From an optimization exercise on the open Yosys and OpenROAD flow, aimed at small area and few clock cycles per item; shortcuts taken in it are not production practice. RTL that was checked went through simulation tests only; none was proved equivalent to the original.

run 1:
## md5_pipe
module md5_pipe (
    input          clk,
    input          rst_n,       
    input          in_valid,
    output         in_ready,
    input  [63:0]  msg,         
    output         out_valid,
    output [127:0] hash,        
    output [63:0]  out_msg      
);
Size: roughly 260 I/O pins, ~330000 µm² of cells after synthesis.
Settings: LEC_CHECK=0, CAP_MARGIN=5, CORE_MARGIN=2, CORE_UTILIZATION=50, SLEW_MARGIN=5; clock period 12.5 ns.
run.sh (not shown) runs the stock make flow with config.mk's settings and CLKGATE_MAP_FILE= SYNTH_SCRIPT=/design/flow/synth_recipe.tcl, a recipe that flattens the netlist after the stock synthesis.
Testbench counts of run 1, summed over its fixed seeds: cycles 6,192, items 6,000.
> inputs changed (run 1 -> run 2)
- swapping 5 for 20 in CAP_MARGIN
- swapping 5 for 20 in SLEW_MARGIN
==> summary.txt <==
Relative to run 1, the relative slew slack of run 2 is higher by 7.4 points.
Run 2 — minimum period implied by the final worst setup slack 0.071 ns lower, run 1 as reference
Run 2 vs. run 1: sum of buffers and inverters on the critical path rose 1; count of mapped cells out of synthesis about even; worst setup slack rose 0.071 ns.
In terms of finished layout cell area, run 2 and run 1 differ only marginally.
Going from run 1 to run 2, largest stage delay on the critical path ~0 delta, core utilization now sits at about the same level.

---

md5_pipe, a different RTL version from the one above (not shown whole).
Size in the first run: roughly 5900 flip-flops, about 320000 sq um of cells after synthesis.
clock: 12.5 ns
lec_check: 0
cap_margin: 20
core_margin: 2
core_utilization: 50
cts_buf_list: sky130_fd_sc_hd__clkbuf_16
cts_cluster_diameter: 100
cts_cluster_size: 24
gpl_timing_driven: 0
slew_margin: 20
standard.sh (not shown) runs the stock make flow with config.mk's settings and CLKGATE_MAP_FILE= SYNTH_SCRIPT=/design/flow/synth_recipe.tcl, a recipe that flattens the netlist after the stock synthesis.
==> flow/flow/run.sh <==
#!/bin/bash
# Own layout flow: the standard ORFS flow (standard.sh, all steps from
# synthesis to the final layout), with one change: synthesis maps the logic
# with the ABC script in flow/abc.script instead of ORFS's abc_speed.script.
# Yosys, register mapping, flattening and renaming are the standard flow's own
# (synth_recipe.tcl), so the registers are the standard synthesis's.
set -euo pipefail
W=$PWD
rm -rf "$W/scripts_mod"
cp -r "$FLOW_HOME/scripts" "$W/scripts_mod"
cp "$W/flow/abc.script" "$W/scripts_mod/abc_speed.script"
bash "$W/standard.sh" SCRIPTS_DIR="$W/scripts_mod" SYNTH_ARGS=-noabc finish > "$W/orfs_make.log" 2>&1
==> flow/flow/abc.script <==
&get -n
&st
&dch
&nf -R 40
&put
buffer -c
topo
stime -c
upsize -c
dnsize -c
The first run went through all stages and came out clean.
Testbench counts at the start, summed over its fixed seeds: cycles 6,186, items 6,000.
Then changed:
--- a/flow/flow/run.sh
+++ b/flow/flow/run.sh
@@ -11,2 +11,2 @@
 cp "$W/flow/abc.script" "$W/scripts_mod/abc_speed.script"
-bash "$W/standard.sh" SCRIPTS_DIR="$W/scripts_mod" SYNTH_ARGS=-noabc finish > "$W/orfs_make.log" 2>&1
+bash "$W/standard.sh" SCRIPTS_DIR="$W/scripts_mod" SYNTH_ARGS=-noabc RECOVER_POWER=100 finish > "$W/orfs_make.log" 2>&1
- area after synthesis stays the same
- clock-buffer cell count stays the same
- final cell count barely changes
- first-iteration DRC count came out higher by 1.5%
- sequential share of layout area hardly moves
- utilization is about the same
- die area does not change

---

Setup of v9:
Another version of the RTL of md5_pipe (not shown whole).
Size in the first run: about 40000 cells after synthesis, about 5000 flip-flops, ~260 I/O pins, roughly 260000 um^2 of cells after synthesis.
clock: 12.5 ns
lec_check: 0
cap_margin: 20
core_margin: 2
core_utilization: 50
cts_buf_list: sky130_fd_sc_hd__clkbuf_16
cts_cluster_diameter: 100
cts_cluster_size: 24
gpl_timing_driven: 0
slew_margin: 20
==> flow/flow/run.sh <==
#!/bin/bash
# Own layout flow: the standard ORFS flow (standard.sh, all steps from
# synthesis to the final layout), with one change: synthesis maps the logic
# with the ABC script in flow/abc.script instead of ORFS's abc_speed.script.
# Yosys, register mapping, flattening and renaming are the standard flow's own
# (synth_recipe.tcl), so the registers are the standard synthesis's.
set -euo pipefail
W=$PWD
rm -rf "$W/scripts_mod"
cp -r "$FLOW_HOME/scripts" "$W/scripts_mod"
cp "$W/flow/abc.script" "$W/scripts_mod/abc_speed.script"
bash "$W/standard.sh" SCRIPTS_DIR="$W/scripts_mod" SYNTH_ARGS=-noabc ADDER_MAP_FILE= "CTS_ARGS=-sink_clustering_enable -repair_clock_nets -dont_use_dummy_load -buf_list sky130_fd_sc_hd__clkbuf_8 -sink_clustering_size 15 -sink_clustering_max_diameter 70" finish > "$W/orfs_make.log" 2>&1
==> flow/flow/abc.script <==
strash
dc2
dch
amap
buffer -c
topo
stime -c
upsize -c
dnsize -c
Nothing crashed in v9 and all stages finished; the problem is that the final layout failed, the offending checks being setup timing.
Here is what was changed in the inputs of v23 compared with v9.
==> flow/flow/abc.script <==
&get -n
&st
&dch
&nf -R 40
&put
buffer -c
topo
stime -c
upsize -c
dnsize -c
## What came out
When v23 is set beside v9, its utilization turns out to be 5.3 points smaller. v9 has higher time the worst path needs with I/O delays and setup than v23. End point of the critical path: core.s1_b2[27] -> v23, core.s9_b22[12] -> v9. Having completed the whole flow, v23 delivered a layout that passed the timing, design-rule and antenna checks. | maximum frequency | v23 vs v9 | better |. The origin of the worst setup path comes out msg[60] in one run and core.s8_b19[0] in the other, namely in v23 and v9 respectively.
Function was not checked in any run of this note: the RTL went through the layout flow alone.

[re-timing with driven ports]
How much do the figures lean on ideal ports? The routed layouts below were timed once more, with nothing changed but the port constraints. Step 1 sets driving cells, clkbuf_16 on the clock port and buf_2 on the other inputs (assumed; they add their load-dependent delay and slew). Step 2 adds t to the input delays and takes it off the output delays; t is the mean of the earliest and latest rising clock arrival at the registers after step 1. Input paths then give back, and output paths get back, about the clock's delay inside the block. Three values: no drivers, after step 1, after step 2; two values: the first two.
run | shift t [ns] | slack for setup (ns) | worst hold slack (ns) | latest minus earliest clock arrival (ns)
run 1 | 1.260 | 0.307 / 0.307 / 0.307 | 0.283 / 0.283 / 0.283 | 0.112 / 0.111
run 2 | 1.268 | 0.378 / 0.378 / 0.378 | 0.246 / 0.246 / 0.246 | 0.110 / 0.111
the first run of note 2 | 1.155 | 0.425 / 0.292 / -0.348 | 0.309 / 0.309 / 0.309 | 0.095 / 0.096
the second run of note 2 | 1.158 | 0.423 / 0.290 / -0.375 | 0.309 / 0.309 / 0.309 | 0.093 / 0.094
v9 | 1.343 | -5.186 / -5.186 / -5.186 | 0.182 / 0.182 / 0.182 | 0.230 / 0.229
v23 | 1.381 | 0.441 / 0.455 / -0.834 | 0.248 / 0.248 / 0.248 | 0.166 / 0.165
With both steps, setup timing fails in the first run of note 2, the second run of note 2 and v23, where it was met with ideal ports. The setup slack of v23, which loses most, moves by +0.014 ns with the drivers and by -1.275 ns with both steps.
